This design comes from an exercise in tuning for small area, a short achievable clock period and few clock cycles per item on the open sky130 flow, not from production work. Function was checked by simulation only, so behaviour that the tests miss may differ from the original.

oak:
Design fft16, start of the top module:
module fft16 (
    input  wire              clk,
    input  wire              rst_n,
    input  wire              start,
    input  wire signed [8:0] din_i,
    input  wire signed [8:0] din_q,
    output wire              ready,
    output wire              dout_valid,
    output wire signed [8:0] dout_i,
    output wire signed [8:0] dout_q
);
Settings: LEC_CHECK=0, CAP_MARGIN=20, CORE_MARGIN=2, CORE_UTILIZATION=75, CTS_BUF_LIST=sky130_fd_sc_hd__clkbuf_16, CTS_CLUSTER_DIAMETER=100, CTS_CLUSTER_SIZE=30, PLACE_DENSITY=0.85, SLEW_MARGIN=20; clock period 10.0 ns.
standard.sh (not shown) runs the stock make flow with config.mk's settings and CLKGATE_MAP_FILE= SYNTH_SCRIPT=/design/flow/synth_recipe.tcl, a recipe that flattens the netlist after the stock synthesis.
==> flow/flow/run.sh <==
#!/bin/bash
# The standard layout (the standard.sh: unchanged synthesis and steps),
# with the port buffers made of sky130_fd_sc_hd__buf_2 cells instead of the
# delay-buffer cells buffer_ports picks by default, and timing repair asked
# to leave a setup margin of 6.9 ns (the clock period stays 10 ns).
export BUFFER_PORTS_ARGS="-buffer_cell sky130_fd_sc_hd__buf_2"
export SETUP_SLACK_MARGIN=6.9
bash standard.sh > standard.log 2>&1
Testbench counts of oak, summed over its fixed seeds: cycles 6,368, frames 384.
Here is what was changed in the inputs of pine compared with oak.
# oak
export LEC_CHECK = 0
export CAP_MARGIN = 20
export CORE_MARGIN = 2
export CORE_UTILIZATION = 75
export CTS_BUF_LIST = sky130_fd_sc_hd__clkbuf_16
export CTS_CLUSTER_DIAMETER = 100
export CTS_CLUSTER_SIZE = 30
export PLACE_DENSITY = 0.85
export SLEW_MARGIN = 20
create_clock -name core_clock -period 10.0 [get_ports {clk}]
# pine
export LEC_CHECK = 0
export CAP_MARGIN = 20
export CORE_MARGIN = 2
export CORE_UTILIZATION = 55
export CTS_BUF_LIST = sky130_fd_sc_hd__clkbuf_8
export CTS_CLUSTER_DIAMETER = 60
export CTS_CLUSTER_SIZE = 16
export SLEW_MARGIN = 20
create_clock -name core_clock -period 10.0 [get_ports {clk}]
Notes after the runs:
Of the two values seen for topmost layer with routed signal wires, met4 was produced by pine and met5 by oak. pine: full flow OK, the timing, DRC and antenna checks passed. Delta (pine minus oak): via count went down 4.6%; final routed wirelength across all metal layers went down 1.1 mm; routability-driven placement congestion ratio went down about 5%.


fft16 again, from the RTL that the note above started with.
// fft16
module fft16 (
    input  wire              clk,
    input  wire              rst_n,
    input  wire              start,
    input  wire signed [8:0] din_i,
    input  wire signed [8:0] din_q,
    output wire              ready,
    output wire              dout_valid,
    output wire signed [8:0] dout_i,
    output wire signed [8:0] dout_q
);
localparam OFF_M1 = 1;             
localparam OFF_W1 = 3;             
localparam OFF_S2 = 10;            
localparam OFF_M2 = 12;            
localparam OFF_W2 = 16;            
localparam OFF_S3 = 18;            
localparam OFF_M3 = 20;            
localparam OFF_S4 = 24;            
localparam OFF_Y4 = 27;            
localparam Q  = OFF_Y4 / 16;
localparam SM = OFF_Y4 % 16;
reg  [3:0] cnt;
reg        ready_r;
reg        dv_r;
reg  [Q+1:0] hist;                 
wire       acc    = start & (cnt == 4'd15);    
wire [3:0] cnt_n  = cnt + 4'd1;
wire [Q+1:0] hist_n = (cnt == 4'd15) ? {hist[Q:0], acc} : hist;
wire       dv_n   = (cnt_n >= SM) ? hist_n[Q] : hist_n[Q+1];
always @(posedge clk or negedge rst_n) begin
    if (!rst_n) begin
        cnt     <= 4'd0;
        hist    <= {(Q+2){1'b0}};
    end else begin
        cnt     <= cnt_n;
        hist    <= hist_n;
    end
end
  ...
clock: 10.0 ns
lec_check: 0
cap_margin: 20
core_margin: 2
core_utilization: 65
cts_buf_list: sky130_fd_sc_hd__clkbuf_8 sky130_fd_sc_hd__clkbuf_16
cts_cluster_diameter: 60
cts_cluster_size: 16
place_density: 0.75
slew_margin: 20
==> flow/flow/run.sh <==
#!/bin/bash
# The standard layout (the standard.sh: unchanged synthesis and steps),
# with the port buffers made of sky130_fd_sc_hd__buf_2 cells instead of the
# delay-buffer cells buffer_ports picks by default, and timing repair asked
# to leave a setup margin of 7.05 ns (the clock period stays 10 ns).
export BUFFER_PORTS_ARGS="-buffer_cell sky130_fd_sc_hd__buf_2"
export SETUP_SLACK_MARGIN=7.05
bash standard.sh > standard.log 2>&1
The first run went through all stages and came out clean.
Testbench counts at the start, summed over its fixed seeds: cycles 6,368, frames 384.
Rerun with:
--- a/flow/flow/run.sh
+++ b/flow/flow/run.sh
@@ -5 +5 @@
-# to leave a setup margin of 7.05 ns (the clock period stays 10 ns).
+# to leave a setup margin of 6.9 ns (the clock period stays 10 ns).
@@ -7 +7 @@
-export SETUP_SLACK_MARGIN=7.05
+export SETUP_SLACK_MARGIN=6.9
CORE_UTILIZATION = 55   (was 65)
PLACE_DENSITY = unset   (was 0.75)
Result: Die area grows by 18%; via count shrinks by 3.4%; non-clock buffer count shrinks by 41; final cell count grows by 1.8%.


fft16 again, from the RTL that the note above started with.
==> flow/config.mk <==
export PLATFORM = sky130hd
export DESIGN_NAME = fft16
export DESIGN_NICKNAME = fft16
export VERILOG_FILES = /design/flow/design.v
export SDC_FILE = /design/flow/constraint.sdc
export NUM_CORES = 4
export LEC_CHECK = 0
export ABC_AREA = 1
export CAP_MARGIN = 20
export CORE_MARGIN = 2
export CORE_UTILIZATION = 65
export CTS_BUF_LIST = sky130_fd_sc_hd__clkbuf_16
export CTS_CLUSTER_DIAMETER = 100
export CTS_CLUSTER_SIZE = 30
export PLACE_DENSITY = 0.75
export SLEW_MARGIN = 20
==> flow/constraint.sdc <==
create_clock -name core_clock -period 10.0 [get_ports {clk}]
set_input_delay 2.0000 -clock core_clock [delete_from_list [all_inputs] [get_ports {clk}]]
set_output_delay 2.0000 -clock core_clock [all_outputs]
set_load 0.01 [all_outputs]
==> flow/flow/run.sh <==
#!/bin/bash
# The standard layout (the standard.sh: unchanged synthesis and steps),
# with the port buffers made of sky130_fd_sc_hd__buf_2 cells instead of the
# delay-buffer cells buffer_ports picks by default, and timing repair asked
# to leave a setup margin of 6.9 ns (the clock period stays 10 ns).
export BUFFER_PORTS_ARGS="-buffer_cell sky130_fd_sc_hd__buf_2"
export SETUP_SLACK_MARGIN=6.9
bash standard.sh > standard.log 2>&1
Testbench counts at the start, summed over its fixed seeds: cycles 6,368, frames 384.
==> next run, changes <==
--- a/flow/config.mk
+++ b/flow/config.mk
@@ -6,5 +6,4 @@
 export NUM_CORES = 4
 export LEC_CHECK = 0
-export ABC_AREA = 1
 export CAP_MARGIN = 20
 export CORE_MARGIN = 2
Cell count falls by 15%.
Cell area falls by about 1.1%.
Worst setup slack is better by 0.053 ns.
Worst hold slack is better by 0.0044 ns.
Via count falls by about 11%.
Fmax rises by about 1.7%.
Wire length falls by 6.5%.

[port drivers added, routing unchanged]
The flow's constraints put no driver on any port. The routed layouts listed below were extracted and timed again, unchanged, in two steps. Step 1, drivers: a clkbuf_16 drives clk and a buf_2 each remaining input, both assumed. Step 2 times the ports against the registers' clock, not the clock port: input delays grow and output delays shrink by t, the midpoint of the rising clock arrivals with the driver on. Slacks: ideal ports / drivers / drivers and shift; pairs: ideal ports / drivers.
run	t (ns)	setup slack, ns	cell pins on the clock port's net
oak	0.681	6.882 / 6.822 / 6.917	1
pine	0.766	6.779 / 6.717 / 7.019	1
the first run of note 2	0.679	6.906 / 6.844 / 7.014	1
the second run of note 2	0.691	6.867 / 6.804 / 6.990	1
the first run of note 3	0.693	6.872 / 6.808 / 6.928	1
the second run of note 3	0.667	6.924 / 6.863 / 6.953	1
After both steps setup and hold are still met in every run listed.
